Background: an optimization exercise with open tools, aiming at small area and a short achievable clock period. Do not read the settings as production practice.
The RTL was checked by simulation tests, not by an equivalence proof against the original design.

### design/flow/design.v
module GraphicInterpreter(led_A_seg_Natural, led_A_seg);
    input[7:0] led_A_seg_Natural;
    output reg[7:0] led_A_seg;
    always @(led_A_seg_Natural) begin
        case(led_A_seg_Natural)
            0: led_A_seg = 8'b11111100;
            1: led_A_seg = 8'b01100000;
            2: led_A_seg = 8'b11011010;
            3: led_A_seg = 8'b11110010;
            4: led_A_seg = 8'b01100110;
            5: led_A_seg = 8'b10110110;
            6: led_A_seg = 8'b10111110;
            7: led_A_seg = 8'b11100100;
            8: led_A_seg = 8'b11111110;
            9: led_A_seg = 8'b11110110;
            10: led_A_seg = 8'b11101110;
            11: led_A_seg = 8'b00111110;
            12: led_A_seg = 8'b00110100;
            13: led_A_seg = 8'b01111010;
            14: led_A_seg = 8'b10011110;
            15: led_A_seg = 8'b10001110;
            16: led_A_seg = 8'b10111100;
            17: led_A_seg = 8'b01101110;
            18: led_A_seg = 8'b00001100;
            19: led_A_seg = 8'b01110000;
            20: led_A_seg = 8'b00001110;
            21: led_A_seg = 8'b00011100;
            22: led_A_seg = 8'b00101010;
            23: led_A_seg = 8'b00111010;
            24: led_A_seg = 8'b11001110;
            25: led_A_seg = 8'b11100110;
            26: led_A_seg = 8'b00001010;
            27: led_A_seg = 8'b10110110;
            28: led_A_seg = 8'b00011110;
            29: led_A_seg = 8'b00111000;
            30: led_A_seg = 8'b00111000;
            31: led_A_seg = 8'b01100110;
            32: led_A_seg = 8'b11011010;
            33: led_A_seg = 8'b01101100;
            34: led_A_seg = 8'b00000000;
            35: led_A_seg = 8'b11111111;
            36: led_A_seg = 8'b00000010;
            default:  led_A_seg = 8'b11111111;
        endcase
    end
endmodule
module singleGraphicInterpreter(SingleGraphic,led_Single);
    input[7:0] SingleGraphic;
    output reg[7:0] led_Single;
    always @(SingleGraphic) begin
        case(SingleGraphic)
            0: led_Single = 8'b11111100;
            1: led_Single = 8'b01100000;
            2: led_Single = 8'b11011010;
            3: led_Single = 8'b11110010;
            4: led_Single = 8'b01100110;
            5: led_Single = 8'b10110110;
            6: led_Single = 8'b10111110;
            7: led_Single = 8'b11100100;
            8: led_Single = 8'b11111110;
            9: led_Single = 8'b11110110;
            10: led_Single = 8'b11101110;
            11: led_Single = 8'b00111110;
            12: led_Single = 8'b00110100;
            13: led_Single = 8'b01111010;
            14: led_Single = 8'b10011110;
            15: led_Single = 8'b10001110;
            16: led_Single = 8'b10111100;
            17: led_Single = 8'b01101110;
            18: led_Single = 8'b00001100;
            19: led_Single = 8'b01110000;
            20: led_Single = 8'b00001110;
            21: led_Single = 8'b00011100;
            22: led_Single = 8'b00101010;
            23: led_Single = 8'b00111010;
            24: led_Single = 8'b11001110;
            25: led_Single = 8'b11100110;
            26: led_Single = 8'b00001010;
            27: led_Single = 8'b10110110;
            28: led_Single = 8'b00011110;
            29: led_Single = 8'b00111000;
            30: led_Single = 8'b00111000;
            31: led_Single = 8'b01100110;
            32: led_Single = 8'b11011010;
            33: led_Single = 8'b01101100;
            34: led_Single = 8'b00000000;
            35: led_Single = 8'b11111111;
            36: led_Single = 8'b00000010;
            default:  led_Single = 8'b11111111;
        endcase
    end
endmodule
module mainGraphicInterpreter(clk, rst, MainGraphic, led_A_com, led_A_seg);
    input clk, rst;
    input [63:0] MainGraphic;
    output reg [7:0] led_A_com;
    output reg [7:0] led_A_seg;
    reg [2:0] counter;
    reg [7:0] sel;
    wire [7:0] dec;
    always @(*) begin
        case (counter)
            3'd0: sel = MainGraphic[63:56];
            3'd1: sel = MainGraphic[55:48];
            3'd2: sel = MainGraphic[47:40];
            3'd3: sel = MainGraphic[39:32];
            3'd4: sel = MainGraphic[31:24];
            3'd5: sel = MainGraphic[23:16];
            3'd6: sel = MainGraphic[15:8];
            default: sel = MainGraphic[7:0];
        endcase
    end
    GraphicInterpreter GraphicInterpreter01(sel, dec);
    always @(posedge clk) begin
        if (rst) begin
            led_A_seg <= 8'b11111100;
            led_A_com <= 8'b11111111;
            counter <= 0;
        end
        else begin
            led_A_seg <= dec;
            led_A_com <= ~(8'b10000000 >> counter);
            counter <= counter + 1;
        end
    end
endmodule
module ledRGBInterPreter(clk,rst,interrupt,LedRGBBright,led_RGB);
    input clk, rst;
    input[5:0] interrupt;
    input[7:0] LedRGBBright;
    output reg[11:0] led_RGB;
    reg [7:0] counter;           
    wire [7:0] X1 = LedRGBBright / 3;
    wire [7:0] X2 = LedRGBBright / 2;
    wire [7:0] X3 = LedRGBBright;
    reg [7:0] val [0:6];
    reg [6:0] L1, L2, L3, FL;    
    integer i;
    reg [8:0] v;
    always @(*) begin
        for (i = 0; i < 7; i = i + 1) begin
            v = (i < 3) ? i : {1'b0, counter} + (i - 3);
            val[i] = v[7:0];
            L1[i] = v < {1'b0, X1};
            L2[i] = v < {1'b0, X2};
            L3[i] = v < {1'b0, X3};
            FL[i] = v >= 9'd255;
        end
    end
    function [2:0] inc;
        input [2:0] s;
        case (s)
            3'd0: inc = 3'd1;
            3'd1: inc = 3'd2;
            3'd3: inc = 3'd4;
            3'd4: inc = 3'd5;
            default: inc = 3'd6;
        endcase
    endfunction
    function [4:0] step;
        input [2:0] s;
        input [1:0] m;
        input [6:0] L1, L2, L3, FL;
        reg l;
        begin
            case (m)
                2'd1: l = L1[s];
                2'd2: l = L2[s];
                default: l = L3[s];
            endcase
            if (m == 2'd0) step = {3'd0, 2'd0};
            else if (l) step = {inc(s), 2'd1};
            else if (FL[s]) step = {3'd0, 2'd2};
            else step = {s, 2'd0};
        end
    endfunction
    reg [4:0] c1 [0:3];
    reg [8:0] e2 [0:15];
    reg [4:0] t2;
    integer a, b;
    always @(*) begin
        for (a = 0; a < 4; a = a + 1) begin
            c1[a] = step(3'd3, a[1:0], L1, L2, L3, FL);
            for (b = 0; b < 4; b = b + 1) begin
                t2 = step(c1[a][4:2], b[1:0], L1, L2, L3, FL);
                e2[4*a+b] = {t2, L1[t2[4:2]], L2[t2[4:2]], L3[t2[4:2]], FL[t2[4:2]]};
            end
        end
    end
    wire [4:0] r1 = c1[interrupt[5:4]];
    wire [8:0] r2 = e2[interrupt[5:2]];
    wire [2:0] s2 = r2[8:6];
    wire l1 = r2[3], l2 = r2[2], l3 = r2[1], f = r2[0];
    wire [1:0] m3 = interrupt[1:0];
    reg l;
    always @(*) begin
        case (m3)
            2'd1: l = l1;
            2'd2: l = l2;
            default: l = l3;
        endcase
    end
    wire off3 = (m3 == 2'd0);
    wire [1:0] a3 = off3 ? 2'd0 : l ? 2'd1 : f ? 2'd2 : 2'd0;
    wire [2:0] s3 = (off3 || (!l && f)) ? 3'd0 : l ? inc(s2) : s2;
    reg [7:0] cnext;
    always @(*) begin
        case (s3)
            3'd0: cnext = 8'd0;
            3'd1: cnext = 8'd1;
            3'd2: cnext = 8'd2;
            3'd3: cnext = val[3];
            3'd4: cnext = val[4];
            3'd5: cnext = val[5];
            default: cnext = val[6];
        endcase
    end
    function [3:0] act;
        input [1:0] a;
        input [3:0] old;
        act = (a == 2'd0) ? 4'b0000 : (a == 2'd1) ? 4'b1111 : old;
    endfunction
    always @(posedge clk) begin
        if (rst) begin
            led_RGB <= 0;
            counter <= 0;
        end
        else begin
            led_RGB[11:8] <= act(r1[1:0], led_RGB[11:8]);
            led_RGB[7:4] <= act(r2[5:4], led_RGB[7:4]);
            led_RGB[3:0] <= act(a3, led_RGB[3:0]);
            counter <= cnext;
        end
    end
endmodule
module piezoInterpreter(clk, rst, clockRate, F, hitF, Fn, mlo, movf, cplus2, piezo);
    input clk, rst;
    input [31:0] clockRate, F, Fn, mlo;
    input hitF, movf;
    output [31:0] cplus2;
    output reg piezo;
    reg [30:0] counter;
    reg [30:0] prod;
    reg big;
    wire Fz = (F == 0);
    wire tog = Fz ? (&counter) : (big | (clockRate < {prod, 1'b0}));
    wire [32:0] psum = {2'b0, prod} + {1'b0, F};
    assign cplus2 = {1'b0, counter} + 32'd2;
    always @(posedge clk) begin
        if (rst) begin
            counter <= 0;
            piezo <= 0;
            prod <= 0;
            big <= 0;
        end
        else begin
            piezo <= piezo ^ tog;
            counter <= tog ? 31'b0 : counter + 31'd1;
            if (hitF) begin
                prod <= tog ? Fn[30:0] : mlo[30:0];
                big <= tog ? Fn[31] : movf;
            end
            else begin
                prod <= tog ? F[30:0] : psum[30:0];
                big <= tog ? F[31] : (big | psum[32] | psum[31]);
            end
        end
    end
endmodule
module MilliSecondsTimer(clk, rst, clockRate, MilliSeconds, tick);
    input clk, rst;
    input [31:0] clockRate;
    output reg [31:0] MilliSeconds;
    output tick;
    reg [32:0] N;
    assign tick = N > {1'b0, clockRate};
    always @(posedge clk) begin
        if (rst) begin
            N <= 33'd1000;
            MilliSeconds <= 0;
        end
        else if (tick) begin
            N <= 33'd2000;
            MilliSeconds <= MilliSeconds + 1;
        end
        else N <= N + 33'd1000;
    end
endmodule
module ProgramCounter(clk, rst, counter, NewPC, PC);
    input clk, rst;
    input[2:0] counter;
    input[31:0] NewPC;
    output reg[31:0] PC;
    always @(posedge clk)begin
        if(rst) PC <= 0;
        else if(counter == 4) PC <= NewPC;
    end
endmodule
module PCPlus4(PC, PC_Plus4);
    input[31:0] PC;
    output[31:0] PC_Plus4;
    assign PC_Plus4 = PC + 4;
endmodule
module PCAdder(shiftoutput, PC, BranchPC);
    input[31:0] shiftoutput;
    input[31:0] PC;
    output[31:0] BranchPC;
    assign BranchPC = shiftoutput + PC;
endmodule
module shift #(parameter Width = 32)(In,out);
    input[Width-1:0] In;
    output[Width-1:0] out;
    assign out = In << 1;
endmodule 
module Mux #(parameter Width = 32)(a, b, sel, out);
    input [Width-1 : 0] a;
    input [Width-1 : 0] b;
    input sel;
    output[Width-1 : 0] out;
    assign out = (sel == 1'b0) ? a : b;
endmodule
module Immediategeneration #(parameter Width = 32)(In, Out);
    input [Width-1:0] In;
    output reg [Width-1:0] Out;
    always @(*) begin
        case(In[6:0])
            7'b0000011 : Out = {{(Width-12){In[31]}},In[31:20]};
            7'b0100011 : Out = {{(Width-12){In[31]}},In[31:25],In[11:7]};
            7'b1100011 : Out = {{(Width-12){In[31]}},In[31],In[7],In[30:25],In[11:8]};
            7'b0010011 : Out = {{(Width-12){In[31]}},In[31:20]};
            7'b1100111 : Out = {{(Width-12){In[31]}},In[31:20]};
            7'b1101111 : Out = {{(Width-20){In[31]}},In[31],In[19:12],In[20],In[30:21]};
            default : Out = {Width{1'h0}};
        endcase
    end
endmodule
module mainController(Opcode,ALUSrc,MemtoReg,RegWrite, MemRead, MemWrite, Branch,jump,Aluop);
    input [6:0] Opcode;
    output ALUSrc,MemtoReg,RegWrite, MemRead, MemWrite, Branch,jump;
    output [1:0] Aluop;
    reg [8:0] control;
    assign {ALUSrc,MemtoReg,RegWrite,MemRead,MemWrite,Branch,jump,Aluop} = control;
    always @(*) begin
        case(Opcode)
            7'b0110011 : control = 9'b001000010;  
            7'b0000011 : control = 9'b111100000;  
            7'b0100011 : control = 9'b100010000;  
            7'b1100011 : control = 9'b000001001;  
            7'b0010011 : control = 9'b101000011;  
            7'b1100111 : control = 9'b111000100;  
            7'b1101111 : control = 9'b111000100;  
            default : control    = 9'b000000000;
        endcase
    end
endmodule
module ALUControl(Aluop,funct7,funct3,Control,jump);
    input [1:0] Aluop;
    input[6:0] funct7;
    input [2:0] funct3;
    input jump;
    output reg [3:0] Control;
    always @(*) begin
        Control = 4'b0000;
        case (Aluop)
            2'b00 : begin
                if(jump==1) Control = 4'b1001;  
                else Control = 4'b0010;  
            end
            2'b01 : begin
                case(funct3)
                    3'b000 : Control = 4'b0110;  
                    3'b001 : Control = 4'b1111;  
                endcase
            end
            2'b10 : begin
                case({funct7[5],funct3})
                    4'b0000 : begin
                        if(funct7[0] == 1) Control =4'b1110;  
                        else Control = 4'b0010;  
                    end
                    4'b0001 : Control = 4'b0011;  
                    4'b0010 : Control = 4'b0100;  
                    4'b0011 : Control = 4'b0101;  
                    4'b0100 : begin
                        if(funct7[0] == 1) Control = 4'b1101;  
                        else Control = 4'b0111;  
                    end
                    4'b0101 : Control = 4'b1000;  
                    4'b0110 : begin
                        if(funct7[0] == 1) Control = 4'b1011;  
                        else Control = 4'b0001;  
                    end
                    4'b0111 : Control = 4'b0000;  
                    4'b1000 : Control = 4'b0110;  
                    4'b1101 : Control = 4'b1010;  
                    default : Control = 4'b0000;
                endcase
            end
            2'b11 : begin
                case({funct3})
                    3'b000 : Control = 4'b0010;  
                    3'b001 : Control = 4'b0011;  
                    3'b010 : Control = 4'b0100;  
                    3'b011 : Control = 4'b0101;  
                    3'b100 : Control = 4'b0111;  
                    3'b101 : Control = 4'b1000;  
                    3'b110 : Control = 4'b0001;  
                    3'b111 : Control = 4'b0000;  
                    default : Control = 4'b0000;
                endcase
            end
        endcase
    end
endmodule
module ALU(Control, A1, A2, res);
    input [3:0] Control;
    input [31:0] A1, A2;
    output reg [31:0] res;
    wire sub = (Control == 4'b0110) || (Control == 4'b0100) || (Control == 4'b0101);
    wire [32:0] s = {1'b0, A1} + {1'b0, sub ? ~A2 : A2} + {32'b0, sub};
    wire lt = ~s[32];               
    wire eq = (A1 == A2);
    wire gt = ~lt & ~eq;
    wire sltu = (A2 != 0) && ((A1 == 0) || gt);
    wire left = (Control == 4'b0011);
    wire big = |A2[31:5];
    wire [31:0] x, shr;
    wire [31:0] y = big ? 32'b0 : (x >> A2[4:0]);
    genvar i;
    generate
        for (i = 0; i < 32; i = i + 1) begin : rv
            assign x[i] = left ? A1[31-i] : A1[i];
            assign shr[i] = left ? y[31-i] : y[i];
        end
    endgenerate
    always @(*) begin
        case (Control)
            4'b0000: res = A1 & A2;
            4'b0001: res = A1 | A2;
            4'b0010: res = s[31:0];
            4'b0110: res = s[31:0];
            4'b0011: res = shr;
            4'b1000: res = shr;
            4'b1010: res = shr;
            4'b0100: res = {31'b0, lt};
            4'b0101: res = {31'b0, sltu};
            4'b0111: res = A1 ^ A2;
            4'b1111: res = {31'b0, eq};
            default: res = 32'b0;
        endcase
    end
endmodule
module DivStep8(r_in, q_in, d, r_out, q_out);
    input [31:0] r_in, q_in, d;
    output [31:0] r_out, q_out;
    wire [33:0] d1 = {2'b0, d};
    wire [33:0] d2 = {1'b0, d, 1'b0};
    wire [33:0] d3 = d1 + d2;
    wire [31:0] r [0:4];
    wire [31:0] q [0:4];
    assign r[0] = r_in;
    assign q[0] = q_in;
    genvar i;
    generate
        for (i = 0; i < 4; i = i + 1) begin : st
            wire [33:0] t = {r[i], q[i][31:30]};
            wire [34:0] s1 = {1'b0, t} - {1'b0, d1};
            wire [34:0] s2 = {1'b0, t} - {1'b0, d2};
            wire [34:0] s3 = {1'b0, t} - {1'b0, d3};
            wire c1 = ~s1[34];
            wire c2 = ~s2[34];
            wire c3 = ~s3[34];
            assign r[i+1] = c3 ? s3[31:0] : c2 ? s2[31:0] : c1 ? s1[31:0] : t[31:0];
            assign q[i+1] = {q[i][29:0], c2, c3 | (c1 & ~c2)};
        end
    endgenerate
    assign r_out = r[4];
    assign q_out = q[4];
endmodule
module Mul32(x, y, p);
    input [31:0] x, y;
    output [31:0] p;
    wire [32:0] yy = {y, 1'b0};
    reg [31:0] acc, m, row;
    reg b2, b1, b0, one, two, neg;
    integer i;
    always @(*) begin
        acc = 32'b0;
        for (i = 0; i < 16; i = i + 1) begin
            b2 = yy[2*i+2]; b1 = yy[2*i+1]; b0 = yy[2*i];
            one = b1 ^ b0;
            two = (b2 & ~b1 & ~b0) | (~b2 & b1 & b0);
            neg = b2 & ~(b1 & b0);
            m = one ? x : two ? {x[30:0], 1'b0} : 32'b0;
            row = (m ^ {32{neg}}) << (2*i);
            acc = acc + row + ({31'b0, neg} << (2*i));
        end
    end
    assign p = acc;
endmodule
module RegisterFile(clk, rst, wb_en, rd, wdata, reload, x29v, x31v, rs1, rs2, A, B);
    input clk, rst;
    input wb_en, reload;
    input [4:0] rd, rs1, rs2;
    input [31:0] wdata, x29v, x31v;
    output [31:0] A, B;
    wire [31:0] ca [0:31];
    wire [31:0] cb [0:31];
    assign ca[0] = 32'b0;
    assign cb[0] = 32'b0;
    genvar g;
    generate
        for (g = 1; g < 32; g = g + 1) begin : r
            reg [31:0] q;
            reg v;
            wire we = wb_en && (rd == g);
            if (g == 29 || g == 31) begin : rl
                always @(posedge clk) begin
                    if (we) q <= wdata;
                    else if (reload) q <= (g == 29) ? x29v : x31v;
                end
                always @(posedge clk) begin
                    if (rst) v <= 1'b0;
                    else if (we || reload) v <= 1'b1;
                end
            end else begin : nrl
                always @(posedge clk) begin
                    if (we) q <= wdata;
                end
                always @(posedge clk) begin
                    if (rst) v <= 1'b0;
                    else if (we) v <= 1'b1;
                end
            end
            assign ca[g] = ca[g-1] | ({32{v && (rs1 == g)}} & q);
            assign cb[g] = cb[g-1] | ({32{v && (rs2 == g)}} & q);
        end
    endgenerate
    assign A = ca[31];
    assign B = cb[31];
endmodule
module MemoryControlUnit(clk, rst, we, addr, wd, MainGraphic, led_Single, F, Fn, hitF, bright, clockRate);
    input clk, rst, we;
    input [31:0] addr, wd;
    output [63:0] MainGraphic;
    output reg [7:0] led_Single;
    output reg [31:0] F;
    output [31:0] Fn;
    output hitF;
    output reg [7:0] bright;
    output reg [31:0] clockRate;
    function [8:0] upd;
        input [4:0] d;
        input [4:0] j;
        input [31:0] w;
        reg [4:0] o;
        begin
            o = d - j;
            upd[8] = (d >= j) && (o <= 5'd3);
            case (o[1:0])
                2'd0: upd[7:0] = w[7:0];
                2'd1: upd[7:0] = w[15:8];
                2'd2: upd[7:0] = w[23:16];
                default: upd[7:0] = w[31:24];
            endcase
        end
    endfunction
    wire [31:0] dA = 32'd7815 - addr;    
    wire inA = we && (dA[31:5] == 0);
    wire [31:0] dC = 32'd7943 - addr;    
    wire inC = we && (dC[31:3] == 0);
    reg [7:0] m [0:7];                   
    wire [8:0] um [0:7];
    genvar g;
    generate
        for (g = 0; g < 8; g = g + 1) begin : mb
            assign um[g] = upd(dA[4:0], 5'd27 - g, wd);
            always @(posedge clk) begin
                if (rst) m[g] <= 8'hff;
                else if (inA && um[g][8]) m[g] <= um[g][7:0];
            end
        end
    endgenerate
    assign MainGraphic = {m[3], m[2], m[1], m[0], m[7], m[6], m[5], m[4]};
    wire [8:0] us = upd(dA[4:0], 5'd19, wd);
    wire [7:0] sdec;
    singleGraphicInterpreter singleGraphicInterpreter01(us[7:0], sdec);
    always @(posedge clk) begin
        if (rst) led_Single <= 8'hff;
        else if (inA && us[8]) led_Single <= sdec;
    end
    wire [8:0] uf [0:3];
    wire [3:0] hf;
    generate
        for (g = 0; g < 4; g = g + 1) begin : fb
            assign uf[g] = upd(dA[4:0], 5'd7 - g, wd);
            assign hf[g] = inA && uf[g][8];
            assign Fn[8*g +: 8] = hf[g] ? uf[g][7:0] : F[8*g +: 8];
        end
    endgenerate
    assign hitF = |hf;
    always @(posedge clk) begin
        if (rst) F <= 32'b0;
        else if (hitF) F <= Fn;
    end
    wire [8:0] ub = upd(dA[4:0], 5'd3, wd);
    always @(posedge clk) begin
        if (rst) bright <= 8'h7f;
        else if (inA && ub[8]) bright <= ub[7:0];
    end
    generate
        for (g = 0; g < 4; g = g + 1) begin : cb
            wire [8:0] uc = upd({2'b0, dC[2:0]}, 5'd3 - g, wd);
            always @(posedge clk) begin
                if (rst) clockRate[8*g +: 8] <= (32'd100000000 >> (8*g)) & 8'hff;
                else if (inC && uc[8]) clockRate[8*g +: 8] <= uc[7:0];
            end
        end
    endgenerate
endmodule
module RhythmGameboy #(parameter WIDTH = 32)(clk, rst, interrupt, led_A_seg, led_A_com, led_Single, led_RGB, piezo,
    imem_addr, imem_rdata, dmem_addr, dmem_wdata, dmem_we, dmem_re, dmem_rdata);
    input clk;
    input rst;
    input[19:0] interrupt;
    output[7:0] led_A_seg,led_A_com,led_Single;
    output[11:0] led_RGB;
    output piezo;
    output[WIDTH-1:0] imem_addr;
    input[WIDTH-1:0] imem_rdata;
    output[WIDTH-1:0] dmem_addr;
    output[WIDTH-1:0] dmem_wdata;
    output dmem_we;
    output dmem_re;
    input[WIDTH-1:0] dmem_rdata;
    reg [4:0] ph;                
    reg [31:0] PC, IR, ALUOut, readData, RD2;
    reg [19:0] intr0;
    reg tick0;
    reg we_q, re_q;
    reg rdv;                     
    reg kdiv, krem, kmul, kst, kld;
    always @(posedge clk) begin
        if (rst) ph <= 5'b00001;
        else ph <= {ph[3:0], ph[4]};
    end
    wire ALUSrc, MemtoReg, RegWrite, MemRead, MemWrite, Branch, jump;
    wire [1:0] Aluop;
    wire [3:0] Control;
    wire [31:0] imm;
    mainController mainController01(IR[6:0], ALUSrc, MemtoReg, RegWrite, MemRead, MemWrite, Branch, jump, Aluop);
    ALUControl ALUControlC01(Aluop, IR[31:25], IR[14:12], Control, jump);
    Immediategeneration Immediategeneration01(IR, imm);
    always @(posedge clk) begin
        if (rst) IR[6:0] <= 7'b0;
        else if (ph[0] || ph[3]) IR[6:0] <= imem_rdata[6:0];
    end
    always @(posedge clk) begin
        if (ph[0] || ph[3]) IR[31:7] <= imem_rdata[31:7];
    end
    wire [63:0] MainGraphic;
    wire [31:0] FrequencyPiezo, Fn, clockRate, MilliSeconds, cplus2;
    wire [7:0] LedRGBBright;
    wire hitF, tick;
    wire [31:0] mlo;
    wire movf;
    MemoryControlUnit MemoryControlUnit01(clk, rst, we_q, ALUOut, RD2, MainGraphic, led_Single,
        FrequencyPiezo, Fn, hitF, LedRGBBright, clockRate);
    ledRGBInterPreter ledRGBInterPreterI01(clk, rst, interrupt[18:13], LedRGBBright, led_RGB);
    piezoInterpreter piezoInterpreter01(clk, rst, clockRate, FrequencyPiezo, hitF, Fn, mlo, movf, cplus2, piezo);
    mainGraphicInterpreter mainGraphicInterpreter01(clk, rst, MainGraphic, led_A_com, led_A_seg);
    MilliSecondsTimer MilliSecondsTimer01(clk, rst, clockRate, MilliSeconds, tick);
    always @(posedge clk) begin
        if (ph[0]) begin
            intr0 <= interrupt;
            tick0 <= tick;
        end
    end
    wire [31:0] A, B;
    wire [4:0] rd = IR[11:7];
    wire wb_en = ph[0] && RegWrite && (rd != 5'd0);
    wire [31:0] r_out, q_out;
    wire [31:0] divres = krem ? r_out : q_out;
    wire [31:0] wdata = kdiv ? divres : MemtoReg ? (readData & {32{rdv}}) : ALUOut;
    RegisterFile RegisterFile01(clk, rst, wb_en, rd, wdata, ph[1], {12'b0, intr0}, MilliSeconds - {31'b0, tick0},
        IR[19:15], IR[24:20], A, B);
    wire [31:0] op2 = ALUSrc ? imm : B;
    wire [31:0] res;
    ALU ALU2(Control, A, op2, res);
    wire isDiv = (Control == 4'b1101);
    wire isRem = (Control == 4'b1011);
    wire isMul = (Control == 4'b1110);
    DivStep8 DivStep801(readData, ALUOut, RD2, r_out, q_out);
    wire [31:0] mx = kst ? Fn : ALUOut;
    wire [31:0] my = kst ? cplus2 : RD2;
    Mul32 Mul3201(mx, my, mlo);
    wire [31:0] ysuf;
    genvar g;
    generate
        for (g = 0; g < 32; g = g + 1) begin : sf
            assign ysuf[g] = |my[31:g];
        end
    endgenerate
    wire [31:0] hdv;
    generate
        for (g = 0; g < 32; g = g + 1) begin : hd
            assign hdv[g] = mx[g] & ysuf[31-g];
        end
    endgenerate
    assign movf = (|hdv) | mlo[31];      
    always @(posedge clk) begin
        if (rst) kdiv <= 1'b0;
        else if (ph[1]) kdiv <= isDiv || isRem;
    end
    always @(posedge clk) begin
        if (ph[1]) begin
            RD2 <= B;
            krem <= isRem;
            kmul <= isMul;
            kst <= MemWrite;
            kld <= MemRead && !MemWrite;
        end
    end
    always @(posedge clk) begin
        if (rst) begin
            we_q <= 1'b0;
            re_q <= 1'b0;
        end
        else begin
            we_q <= ph[1] && MemWrite;
            re_q <= ph[1] && MemRead && !MemWrite;
        end
    end
    always @(posedge clk) begin
        if (ph[1]) ALUOut <= (isDiv || isRem || isMul) ? A : res;
        else if (kdiv && (ph[2] || ph[3] || ph[4])) ALUOut <= q_out;
        else if (kmul && ph[2]) ALUOut <= mlo;
    end
    always @(posedge clk) begin
        if (ph[1]) begin
            if (isDiv || isRem) readData <= 32'b0;
        end
        else if (ph[2]) begin
            if (kst) readData <= readData;
            else if (kld) readData <= dmem_rdata;
            else if (kdiv) readData <= r_out;
            else if (kmul) readData <= mlo;
            else readData <= ALUOut;
        end
        else if (kdiv && (ph[3] || ph[4])) readData <= r_out;
        else if (kdiv && ph[0]) readData <= divres;
    end
    always @(posedge clk) begin
        if (rst) rdv <= 1'b0;
        else if (ph[2] && !kst) rdv <= 1'b1;
    end
    wire zero = (ALUOut == 0);
    wire [31:0] sh = {imm[30:0], 1'b0};
    wire [31:0] NewPC = jump ? sh : (Branch && zero) ? PC + sh : PC + 32'd4;
    always @(posedge clk) begin
        if (rst) PC <= 32'b0;
        else if (ph[4]) PC <= NewPC;
    end
    assign imem_addr = PC;
    assign dmem_addr = ALUOut;
    assign dmem_wdata = RD2;
    assign dmem_we = we_q;
    assign dmem_re = re_q;
endmodule
### design/flow/flow/run.sh
#!/bin/bash
# The standard layout (the standard.sh, all steps, unchanged synthesis),
# with one change: the buffers that ORFS puts on every input and output port
# are sky130_fd_sc_hd__buf_4 instead of the delay buffer buffer_ports picks by
# default (sky130_fd_sc_hd__clkdlybuf4s50_1), which is slow on the port paths.
set -euo pipefail
export BUFFER_PORTS_ARGS="-buffer_cell sky130_fd_sc_hd__buf_4"
bash standard.sh > orfs_make.log 2>&1
### design/flow/standard.sh
#!/bin/bash
# synth_recipe.tcl (not shown) runs the flow's synth.tcl, then flattens the netlist and writes it again
# the make line also repeats each setting of config.mk as NAME=value (left out here)
make -C /OpenROAD-flow-scripts/flow DESIGN_CONFIG=/design/flow/config.mk WORK_HOME=/design/flow/orfs CLKGATE_MAP_FILE= SYNTH_SCRIPT=/design/flow/synth_recipe.tcl "${@:-finish}"
### design/flow/config.mk
export PLATFORM = sky130hd
export DESIGN_NAME = RhythmGameboy
export DESIGN_NICKNAME = RhythmGameboy
export VERILOG_FILES = /design/flow/design.v
export SDC_FILE = /design/flow/constraint.sdc
export NUM_CORES = 4
export LEC_CHECK = 0
export CAP_MARGIN = 20
export CORE_MARGIN = 2
export CORE_UTILIZATION = 35
export SLEW_MARGIN = 20
### design/flow/constraint.sdc
create_clock -name core_clock -period 160.0 [get_ports {clk}]
set_input_delay 32.0000 -clock core_clock [delete_from_list [all_inputs] [get_ports {clk}]]
set_output_delay 32.0000 -clock core_clock [all_outputs]
set_load 0.01 [all_outputs]
==> impl_metrics.csv <==
group,metric,value,unit
hold_path,worstHoldPathType,"reg2reg",
logic_synthesis,synth_edf_count,1138,
global_routing,antenna_found_initial,67,
logic_synthesis,synth_area_leaders,"edfxtp_1, ha_1, dfxtp_1",
die,die_x,590.7,um
die,die_height,590.7,um
clock_tree,clock_latency,990,ps
die,coreArea,342700,sq um
logic_synthesis,yosysUniqueCellTypes,117,
sta,rsz0062_at_grt,"false",
logic_synthesis,netlist_instances,13020,
drt,drc_errors,0,
drt,vias,119900,
logic_synthesis,synth_nets,14200,
clock_tree,cts-resized-gates,0,
placed_design,io_buffer_count,219,
clock_tree,clk_pin_slew,60,ps
clock_tree,cts_root_buf,"clkbuf_16",
drt,drt_iter0_drc,19620,
logic_synthesis,ys_seq_area_share,34.71,%
clock_tree,cts_buffers,177,
layout,fill_cells,34280,
job,maxCapViolCount,0,
placed_design,finalWeightedCongestion,1.068,
drt,wl_per_cell,35.73,um
sta,slew_headroom,11.65,%
outcome,outcome,"timing/DRC/antenna clean",
setup_path,endpoint_kind,"register",
setup_path,critPathArrivalTime,35710,ps
die,die_area,348900,sq um
sta,max_freq,28.60,MHz
drt,drtPass1Iterations,13,
logic_synthesis,syn_area,120500,sq um
layout,final_cell_mix,"edfxtp_1, nor2_1, nand2_1, ha_1, a22oi_1",
global_routing,grt_util_all_layers,35.00,%
layout,nets,14250,
drt,wirelength,636900,um
sta,slew_viol_final,0,
die,design.portCount,221,
layout,layout_commonest_cell,"edfxtp_1",
global_routing,overflow,0,
sta,fin_crit_sh,21.85,%
setup_path,path_class,"in2reg",
logic_synthesis,synth_warnings,19,
global_routing,grt_pass1_wl,868600,um
sta,clock_skew,135.5,ps
sta,whs,467.4,ps
clock_tree,clk_path_buf_depth,4,
clock_tree,cts_sinks,1520,
die,fp-row-count,215,
logic_synthesis,avgSynthCellArea,9.250,sq um
sta,fin_crit,34960,ps
logic_synthesis,synth_largest_area_cell,"edfxtp_1",
sta,setup_viol,0,
sta,hold_viol_final,0,
die,start_util,35.15,%
setup_path,required,160750,ps
logic_synthesis,synthFlopType,"edfxtp_1",
logic_synthesis,async_flop_share,0,%
clock_tree,htreeDepth,4,
placed_design,dp_hpwl,443200,um
drt,drt.antenna.violating_nets,0,
layout,drive_above_1_share,10.53,%
drt,via_per_inst,6.725,
global_routing,first_global_vias,109500,
logic_synthesis,synth-seq-cells,1520,
clock_tree,postCtsHoldBufs,0,
layout,layout-area-overhead-vs-synth,12.40,%
sta,worst_pin_slew,1317,ps
clock_tree,cts_tree,"built",
setup_path,cp-start-kind,"input port",
global_routing,grt_max_degree,87,
clock_tree,cts_setup_buffers,0,
logic_synthesis,synth_top_area_share,28.37,%
setup_path,crit_fanout,22,
sta,setup-tns-final,0,ps
[registers in the layout, summed over array words and instances, names as in the netlist, 32 cells and up, named ones only]
| signal | flops |
|---|---|
| MemoryControlUnit01.F | 32 |
| RD2 | 32 |
| MemoryControlUnit01.m | 64 |
| IR | 32 |
| MemoryControlUnit01.clockRate | 32 |
| ALUOut | 32 |
| MilliSecondsTimer01.MilliSeconds | 32 |
| RegisterFile01.r.q | 992 |
| readData | 32 |
[cells by family (layout without fill, tap and decap cells)]
group,Yosys count,in the layout,share of synthesized area [%]
AO/OA/AOI/OAI,4014,4014,23.55
AND/OR/NAND/NOR,3709,3709,14.77
flip-flops,1520,1520,34.71
buffers and inverters,1397,1587,4.447
adder cells (fa/ha/maj),1094,1094,12.65
XOR/XNOR,915,915,6.686
multiplexers,374,374,3.180
other,1,54,0.003113
[critical path, stage by stage]
cell     delay [ps]
buf_4           180
nor2b_1         270
nand3_1         250
nor2_1          270
nor3b_1          90
o22ai_1         150
a21oi_1          60
o211a_1         270
and3_1          200
nor2_1          200
mux2i_1         120
a31o_2          270
o31ai_2         200
buf_4           290
mux2i_1         480
o22ai_1         150
o221a_2         260
[synth_stat cells (28+ instances only)]
library cell,count
a21boi_0,32
a221oi_1,227
or2_2,62
a21o_1,201
xor2_1,352
buf_2,29
inv_1,576
o21a_1,136
or3_1,79
a22o_1,200
and4_1,49
a222oi_1,100
and2_1,57
a211oi_1,183
clkbuf_1,667
nor2_1,1099
o31ai_1,50
a211o_1,28
nor3_1,231
fa_1,207
o211ai_1,92
nand2b_1,118
nor2b_1,121
ha_1,887
a311oi_1,29
o21ai_0,531
nor4_1,74
a2111oi_0,28
edfxtp_1,1138
o22ai_1,74
and3_1,153
dfxtp_1,382
xnor2_1,560
a31oi_1,112
o21bai_1,73
nand4_1,157
buf_1,94
mux2i_1,331
nand2_1,890
a21oi_1,739
a22oi_1,797
or4_1,76
nand3_1,448
mux2_2,39
[stage by stage]
| step | area, sq um | instances | util [%] | worst slack (ps) |
|---|---|---|---|---|
| 2_1_floorplan | 120500 | 13020 | - | 124700 |
| 3_3_place_gp | 129100 | 17440 | 37.67 | 124120 |
| 3_5_place_dp | 129100 | 17440 | 37.68 | 124210 |
| 4_1_cts | 135100 | 17770 | 39.43 | 125130 |
| 5_1_grt | 135300 | 17780 | 39.48 | 124780 |
| 6_report | 135400 | 17820 | 39.51 | 125040 |
[layer usage]
metal / vias to the layer above / GRT usage, % / routed length, um
met5: - / 0.7252 / 684
met2: 10070 / 48.53 / 249700
met4: 56 / 23.87 / 54770
met1: 57580 / 44.17 / 236800
met3: 2629 / 13.98 / 94950
li1: 49530 / - / -
[final timing paths]
| path | from | end | slack (ps) | cells past startpoint |
|---|---|---|---|---|
| setup / recovery | interrupt[15] | ledRGBInterPreterI01.counter[5] | 125040 | 17 |
| hold / removal | MemoryControlUnit01.led_Single[7] | MemoryControlUnit01.led_Single[7] | 470 | 1 |
| setup reg to reg | RD2[3] | RegisterFile01.r[29].q[18] | 132040 | 84 |
| hold reg to reg | MemoryControlUnit01.led_Single[7] | MemoryControlUnit01.led_Single[7] | 470 | 1 |
[area by class of cell]
| type | count | area (sq um) | area share [%] |
|---|---|---|---|
| Multi-Input combinational cell | 10110 | 74420 | 54.96 |
| Inverter | 588 | 2210 | 1.632 |
| Tap cell | 4557 | 5702 | 4.211 |
| Clock buffer | 214 | 4783 | 3.532 |
| Antenna cell | 53 | 132.6 | 0.09794 |
| Sequential cell | 1520 | 41830 | 30.89 |
| Timing Repair Buffer | 676 | 5110 | 3.774 |
| Clock inverter | 109 | 1222 | 0.9027 |

[re-timing with driven ports]
No port has a modelled driver above. Below, the same layout with a new extraction and two added sets of constraints.
Step 1 (the two cells are an assumption about what drives the block):
set clk [get_ports {clk}]
set_driving_cell -lib_cell sky130_fd_sc_hd__clkbuf_16 $clk
set_driving_cell -lib_cell sky130_fd_sc_hd__buf_2 [delete_from_list [all_inputs] $clk]
Step 2 moves the port delays by t, midway between the first and last clock arrival at a register: inputs arrive t later, outputs are due t later. That takes back most of the time a late clock gives input paths.
Three values: ideal, step 1, step 2; two values: the first two.
t (ns): 1.018
setup slack, ns: 125.040 / 125.073 / 124.055
hold WS [ns]: 0.467 / 0.467 / 0.467
worst register clock-pin slew, ns: 0.08 / 0.08
After both steps this run still meets setup and hold. For this run, drivers alone change the setup slack by +0.033 ns; drivers and shift together by -0.985 ns.
